This design comes from an exercise in tuning for small area, a short achievable clock period and few clock cycles on the open sky130 flow, not from production work.
Where RTL was checked, it was by simulation tests only, not by an equivalence proof against the original.
The flow treats the clock pin as an ideal source. Dropping or thinning the clock tree relies on that and would not hold on a real chip.
Power and IR drop assume default switching activity.

==> inputs of exp/raven <==
==> flow/design.v <==
`timescale 1ns/10ps
module LBP(  clk,reset,gray_addr,gray_req,gray_ready,gray_data,lbp_addr,lbp_valid,lbp_data,finish );
input           clk;
input           reset;
input           gray_ready;
input   [7:0]   gray_data;
output          gray_req;
output          lbp_valid;
output          finish;
output  [7:0]   lbp_data;
output  [13:0]  gray_addr;
output  [13:0]  lbp_addr;
reg             gray_req;    
reg             run;         
reg             lbp_valid;
reg             finish;
reg     [7:0]   lbp_data;
reg     [13:0]  lbp_addr;
reg     [6:0]   row;
reg     [6:0]   col;
reg     [2:0]   j;           
reg             eol;         
reg             lastrow;     
assign gray_addr = {row, col};
reg     [7:0]   p1, p2, p3, p4, p5, p6, p7, p8, p9;
reg     [2:0]   q1, q2, q3, q4, q5, q6, q7;
reg     [3:0]   q8;
reg     [4:0]   q9;
reg             b3;          
wire    [7:0]   x = gray_data;
wire            done = eol & lastrow & (col == 7'd127);
always @(posedge clk or posedge reset)
begin
    if (reset) begin
        gray_req  <= 1'b0;
        run       <= 1'b0;
        finish    <= 1'b0;
        lbp_valid <= 1'b0;
    end else begin
        lbp_valid <= run & (j[2] | j[1]) & (row[6:1] != 6'd0);
        if (run) begin
            if (done) begin
                gray_req <= 1'b0;
                run      <= 1'b0;
                finish   <= 1'b1;
            end
        end else if (gray_ready & ~finish) begin
            gray_req <= 1'b1;
            run      <= 1'b1;
        end
    end
end
always @(posedge clk)
begin
    if (~run) begin
        row     <= 7'd0;
        col     <= 7'd0;
        j       <= 3'd0;
        eol     <= 1'b0;
        lastrow <= 1'b0;
    end else begin
        j     <= j + 3'd1;
        eol   <= (j == 3'd6);
        if (eol) begin
            row     <= row + 7'd1;
            lastrow <= (row == 7'd126);
            col     <= lastrow ? col - 7'd1 : col - 7'd7;
        end else
            col     <= col + 7'd1;
    end
end
always @(posedge clk)
begin
    p1 <= x;  p2 <= p1; p3 <= p2; p4 <= p3; p5 <= p4;
    p6 <= p5; p7 <= p6; p8 <= p7; p9 <= p8;
    q1 <= {p7 >= x, p8 >= x, p9 >= x};
    q2 <= q1; q3 <= q2; q4 <= q3; q5 <= q4; q6 <= q5; q7 <= q6;
    q8 <= {x >= p7, q7};
    q9 <= {x >= p8, q8};
    b3 <= p9 >= p8;
    lbp_data <= {x >= p9, q9[4:3], p8 >= p9, b3, q9[2:0]};
    lbp_addr <= {row - 7'd1, col - 7'd1};
end
endmodule
==> flow/flow/run.sh <==
#!/bin/bash
HERE=$(cd "$(dirname "$0")" && pwd)
export PRE_CTS_TCL=$HERE/cts_manual.tcl
export CTS_MANUAL_NROOT=4
export CTS_MANUAL_NLEAF=2
export CTS_MANUAL_ROOTBUF=sky130_fd_sc_hd__clkbuf_8
export CTS_MANUAL_LEAFBUF=sky130_fd_sc_hd__clkbuf_8
export BUFFER_PORTS_ARGS="-buffer_cell sky130_fd_sc_hd__buf_2"
bash standard.sh > standard.log 2>&1
==> flow/flow/cts_manual.tcl <==
# Hand-built balanced clock tree: the clock port drives NROOT buffers; each
# drives NLEAF leaf buffers (or, with NLEAF 0, the registers directly); each
# leaf drives one spatial cluster of the register clock pins. Clusters come
# from recursive bisection of the register positions, so every register sees
# the same number of buffers.
# Estimated clock load (fF) of one cluster driven from its centroid: pin
# capacitance plus wire, the wire taken as proportional to the total
# Manhattan distance of the pins from the centroid (fitted on earlier layouts).
proc mcts_cost {items} {
  set n [llength $items]
  if {$n == 0} { return 0 }
  set sx 0; set sy 0
  foreach s $items { set sx [expr {$sx + [lindex $s 1]}]; set sy [expr {$sy + [lindex $s 2]}] }
  set cx [expr {double($sx)/$n}]; set cy [expr {double($sy)/$n}]
  set st 0
  foreach s $items { set st [expr {$st + abs([lindex $s 1]-$cx) + abs([lindex $s 2]-$cy)}] }
  return [expr {1.75*$n + 0.0258*$st/1000.0}]
}
proc mcts_best {items k} {
  if {$k <= 1 || [llength $items] <= 1} { return [list [mcts_cost $items] [list $items]] }
  set k1 [expr {$k / 2}]
  set k2 [expr {$k - $k1}]
  set n [llength $items]
  set best [list 1e30 {}]
  foreach idx {1 2} {
    set sorted [lsort -integer -index $idx $items]
    set mid [expr {double($n) * $k1 / $k}]
    set lo [expr {max(1, int($mid * 0.8))}]
    set hi [expr {min($n-1, int(ceil($mid * 1.2)))}]
    for {set n1 $lo} {$n1 <= $hi} {incr n1} {
      set l [mcts_best [lrange $sorted 0 [expr {$n1-1}]] $k1]
      if {[lindex $l 0] >= [lindex $best 0]} { continue }
      set r [mcts_best [lrange $sorted $n1 end] $k2]
      set c [expr {max([lindex $l 0], [lindex $r 0])}]
      if {$c < [lindex $best 0]} {
        set best [list $c [concat [lindex $l 1] [lindex $r 1]]]
      }
    }
  }
  return $best
}
proc mcts_split {items k} {
  set b [mcts_best $items $k]
  puts "manual_cts: $k clusters, largest estimated load [format %.1f [lindex $b 0]] fF"
  return [lindex $b 1]
}
proc mcts_buffer {block master name innet items} {
  set sx 0; set sy 0
  foreach s $items { set sx [expr {$sx + [lindex $s 1]}]; set sy [expr {$sy + [lindex $s 2]}] }
  set cx [expr {int($sx / [llength $items])}]
  set cy [expr {int($sy / [llength $items])}]
  set inst [odb::dbInst_create $block $master $name]
  set net [odb::dbNet_create $block "${name}_net"]
  $net setSigType CLOCK
  [$inst findITerm A] connect $innet
  [$inst findITerm X] connect $net
  foreach s $items { set it [lindex $s 0]; $it disconnect; $it connect $net }
  $inst setLocation $cx $cy
  $inst setPlacementStatus PLACED
  return [list [$inst findITerm A] $cx $cy]
}
proc manual_cts {nroot nleaf rootbuf leafbuf} {
  set block [ord::get_db_block]
  set clknet [$block findNet clk]
  set sinks {}
  foreach it [$clknet getITerms] {
    set bb [[$it getInst] getBBox]
    lappend sinks [list $it [expr {([$bb xMin]+[$bb xMax])/2}] [expr {([$bb yMin]+[$bb yMax])/2}]]
  }
  set rm [[ord::get_db] findMaster $rootbuf]
  if {$nleaf == 0} {
    set i 0
    foreach g [mcts_split $sinks $nroot] {
      mcts_buffer $block $rm "clkroot_$i" $clknet $g
      puts "manual_cts: root $i drives [llength $g] registers"
      incr i
    }
  } else {
    set lm [[ord::get_db] findMaster $leafbuf]
    set groups [mcts_split $sinks [expr {$nroot*$nleaf}]]
    set leaves {}
    set i 0
    foreach g $groups {
      lappend leaves [mcts_buffer $block $lm "clkleaf_$i" $clknet $g]
      puts "manual_cts: leaf $i drives [llength $g] registers"
      incr i
    }
    set i 0
    foreach g [mcts_split $leaves $nroot] {
      mcts_buffer $block $rm "clkroot_$i" $clknet $g
      puts "manual_cts: root $i drives [llength $g] leaves"
      incr i
    }
  }
  set_propagated_clock [all_clocks]
}

# cts.tcl calls clock_tree_synthesis right after this hook; build the tree
# by hand instead.
rename clock_tree_synthesis orig_clock_tree_synthesis
proc clock_tree_synthesis {args} {
  manual_cts $::env(CTS_MANUAL_NROOT) $::env(CTS_MANUAL_NLEAF) \
    $::env(CTS_MANUAL_ROOTBUF) $::env(CTS_MANUAL_LEAFBUF)
}
==> flow/standard.sh <==
#!/bin/bash
# synth_recipe.tcl (not shown) runs the flow's synth.tcl, then flattens the netlist and writes it again
# the make line also repeats each setting of config.mk as NAME=value (left out here)
make -C /OpenROAD-flow-scripts/flow DESIGN_CONFIG=/design/flow/config.mk WORK_HOME=/design/flow/orfs CLKGATE_MAP_FILE= SYNTH_SCRIPT=/design/flow/synth_recipe.tcl "${@:-finish}"
==> flow/config.mk <==
export PLATFORM = sky130hd
export DESIGN_NAME = LBP
export DESIGN_NICKNAME = LBP
export VERILOG_FILES = /design/flow/design.v
export SDC_FILE = /design/flow/constraint.sdc
export NUM_CORES = 4
export LEC_CHECK = 0
export CAP_MARGIN = 20
export CORE_MARGIN = 2
export CORE_UTILIZATION = 70
export SETUP_SLACK_MARGIN = 2.4
export SLEW_MARGIN = 20
==> flow/constraint.sdc <==
create_clock -name core_clock -period 4.0 [get_ports {clk}]
set_input_delay 0.8000 -clock core_clock [delete_from_list [all_inputs] [get_ports {clk}]]
set_output_delay 0.8000 -clock core_clock [all_outputs]
set_load 0.01 [all_outputs]
==> inputs of exp/yarrow, as changes to exp/raven <==
Settings changed: CORE_UTILIZATION 70 to 60.
==> inputs of exp/harbor, as changes to exp/raven <==
==> flow/design.v, changed modules only <==
module LBP(  clk,reset,gray_addr,gray_req,gray_ready,gray_data,lbp_addr,lbp_valid,lbp_data,finish );
input           clk;
input           reset;
input           gray_ready;
input   [7:0]   gray_data;
output          gray_req;
output          lbp_valid;
output          finish;
output  [7:0]   lbp_data;
output  [13:0]  gray_addr;
output  [13:0]  lbp_addr;
reg             gray_req;    
reg             run;         
reg             lbp_valid;
reg             finish;
reg     [7:0]   lbp_data;
reg     [13:0]  lbp_addr;
reg     [6:0]   row;
reg     [6:0]   col;
reg     [2:0]   j;           
reg             eol;         
reg             lastrow;     
assign gray_addr = {row, col};
reg     [7:0]   p1, p2, p3, p4, p5, p6, p7, p8, p9;
reg             q1;
reg     [2:0]   q2, q3, q4, q5, q6, q7, q8;
reg     [3:0]   q9;
reg             b3;          
wire    [7:0]   x = gray_data;
wire            done = eol & lastrow & (col == 7'd127);
always @(posedge clk or posedge reset)
begin
    if (reset) begin
        gray_req  <= 1'b0;
        run       <= 1'b0;
        finish    <= 1'b0;
        lbp_valid <= 1'b0;
    end else begin
        lbp_valid <= run & (j[2] | j[1]) & (row[6:1] != 6'd0);
        if (run) begin
            if (done) begin
                gray_req <= 1'b0;
                run      <= 1'b0;
                finish   <= 1'b1;
            end
        end else if (gray_ready & ~finish) begin
            gray_req <= 1'b1;
            run      <= 1'b1;
        end
    end
end
always @(posedge clk)
begin
    if (~run) begin
        row     <= 7'd0;
        col     <= 7'd0;
        j       <= 3'd0;
        eol     <= 1'b0;
        lastrow <= 1'b0;
    end else begin
        j     <= j + 3'd1;
        eol   <= (j == 3'd6);
        if (eol) begin
            row     <= row + 7'd1;
            lastrow <= (row == 7'd126);
            col     <= lastrow ? col - 7'd1 : col - 7'd7;
        end else
            col     <= col + 7'd1;
    end
end
always @(posedge clk)
begin
    p1 <= x;  p2 <= p1; p3 <= p2; p4 <= p3; p5 <= p4;
    p6 <= p5; p7 <= p6; p8 <= p7; p9 <= p8;
    q1 <= p9 >= x;
    q2 <= {p8 >= p1, p9 >= p1, q1};
    q3 <= q2; q4 <= q3; q5 <= q4; q6 <= q5; q7 <= q6; q8 <= q7;
    q9 <= {p1 >= p8, q8};
    b3 <= p9 >= p8;
    lbp_data <= {x >= p9, p1 >= p9, q9[3], p8 >= p9, b3, q9[2:0]};
    lbp_addr <= {row - 7'd1, col - 7'd1};
end
endmodule
==> flow/flow/run.sh (replaced) <==
#!/bin/bash
HERE=$(cd "$(dirname "$0")" && pwd)
export PRE_CTS_TCL=$HERE/cts_manual.tcl
export CTS_MANUAL_NROOT=4
export CTS_MANUAL_NLEAF=0
export CTS_MANUAL_ROOTBUF=sky130_fd_sc_hd__clkbuf_16
export CTS_MANUAL_LEAFBUF=sky130_fd_sc_hd__clkbuf_16
export BUFFER_PORTS_ARGS="-buffer_cell sky130_fd_sc_hd__buf_2"
bash standard.sh > standard.log 2>&1
Settings changed: CORE_UTILIZATION 70 to 50.
==> inputs of exp/amber, as changes to exp/raven <==
==> flow/flow/run.sh (replaced) <==
#!/bin/bash
HERE=$(cd "$(dirname "$0")" && pwd)
export PRE_CTS_TCL=$HERE/cts_manual.tcl
export CTS_MANUAL_NROOT=4
export CTS_MANUAL_NLEAF=2
export CTS_MANUAL_ROOTBUF=sky130_fd_sc_hd__clkbuf_16
export CTS_MANUAL_LEAFBUF=sky130_fd_sc_hd__clkbuf_16
export BUFFER_PORTS_ARGS="-buffer_cell sky130_fd_sc_hd__buf_2"
bash standard.sh > standard.log 2>&1
Settings changed: CORE_UTILIZATION 70 to 60, SETUP_SLACK_MARGIN 2.4 to 2.5.
==> qor summary <==
metric	exp/amber	exp/raven	exp/harbor	exp/yarrow
Result of the run	finished clean	finished clean	finished clean	finished clean
Count of different cell masters after synthesis	39	39	42	39
Net count, final	507	508	472	509
Number of global-route vias before repair	2860	2912	2420	2717
Async set-reset flop share out of synthesis	2.703%	2.703%	2.778%	2.703%
CP max FO	4	4	2	4
Share of cell area taken by multi-input logic gates	29.48%	30.53%	29.90%	28.16%
Met1 layer wirelength in the final routing	3.470 mm	3.682 mm	3.588 mm	3.344 mm
Combinational cell fraction of total power	6.3%	7.4%	5.5%	5.8%
Area Overhead vs Synth	28.99%	22.77%	13.67%	20.44%
Sequential share of cell area	51.68%	54.14%	57.95%	55.21%
Cell area after synthesis	4567 um2	4567 um2	4477 um2	4567 um2
Met3 wire len	327 um	492 um	146 um	307 um
Leakage power summed over all cells	2.640 nW	2.523 nW	2.257 nW	2.526 nW
Reg-to-reg endpoint	lbp_data[4]	q1[2]	b3	gray_req
Final routed wirelength across all metal layers	8.041 mm	9.328 mm	6.875 mm	7.296 mm
Area fraction of the dominant cell type after synthesis	63.12%	63.12%	62.60%	63.12%
Reg2reg start	p9[1]	p7[1]	p8[1]	col[1]
Testbench counts of exp/raven, summed over its fixed seeds: cycles 258,060.
Testbench counts of exp/yarrow, summed over its fixed seeds: cycles 258,060.
Testbench counts of exp/amber, summed over its fixed seeds: cycles 258,060.
The RTL of exp/harbor was laid out without a check of its function. In every run of this note, the design's own scripts or RTL, not TritonCTS, make the clock network.

-- what the ideal ports hide --
Ports are ideal in the flow. The routed layouts listed here were re-timed in OpenROAD. Step 1 (the two cells are an assumption about what drives the block):
set clk [get_ports {clk}]
set_driving_cell -lib_cell sky130_fd_sc_hd__clkbuf_16 $clk
set_driving_cell -lib_cell sky130_fd_sc_hd__buf_2 [delete_from_list [all_inputs] $clk]
Step 2 times the ports against the registers' clock, not the clock port: input delays grow and output delays shrink by t, the midpoint of the rising clock arrivals with the driver on. Slacks: no drivers / after step 1 / after step 2; pairs: no drivers / after step 1.
run | t (ns) | setup slack, ns | latest minus earliest clock arrival (ns) | pins driven straight from the clock port
exp/raven | 0.342 | 2.209 / 2.221 / 1.879 | 0.012 / 0.012 | 4
exp/yarrow | 0.348 | 2.368 / 2.325 / 2.047 | 0.010 / 0.010 | 4
exp/harbor | 0.253 | 2.304 / 2.351 / 2.098 | 0.006 / 0.006 | 4
exp/amber | 0.345 | 2.344 / 2.338 / 2.041 | 0.007 / 0.008 | 4
After both steps setup and hold are still met in every run listed. The setup slack of exp/raven, which loses most, moves by +0.012 ns with the drivers and by -0.330 ns with both steps.
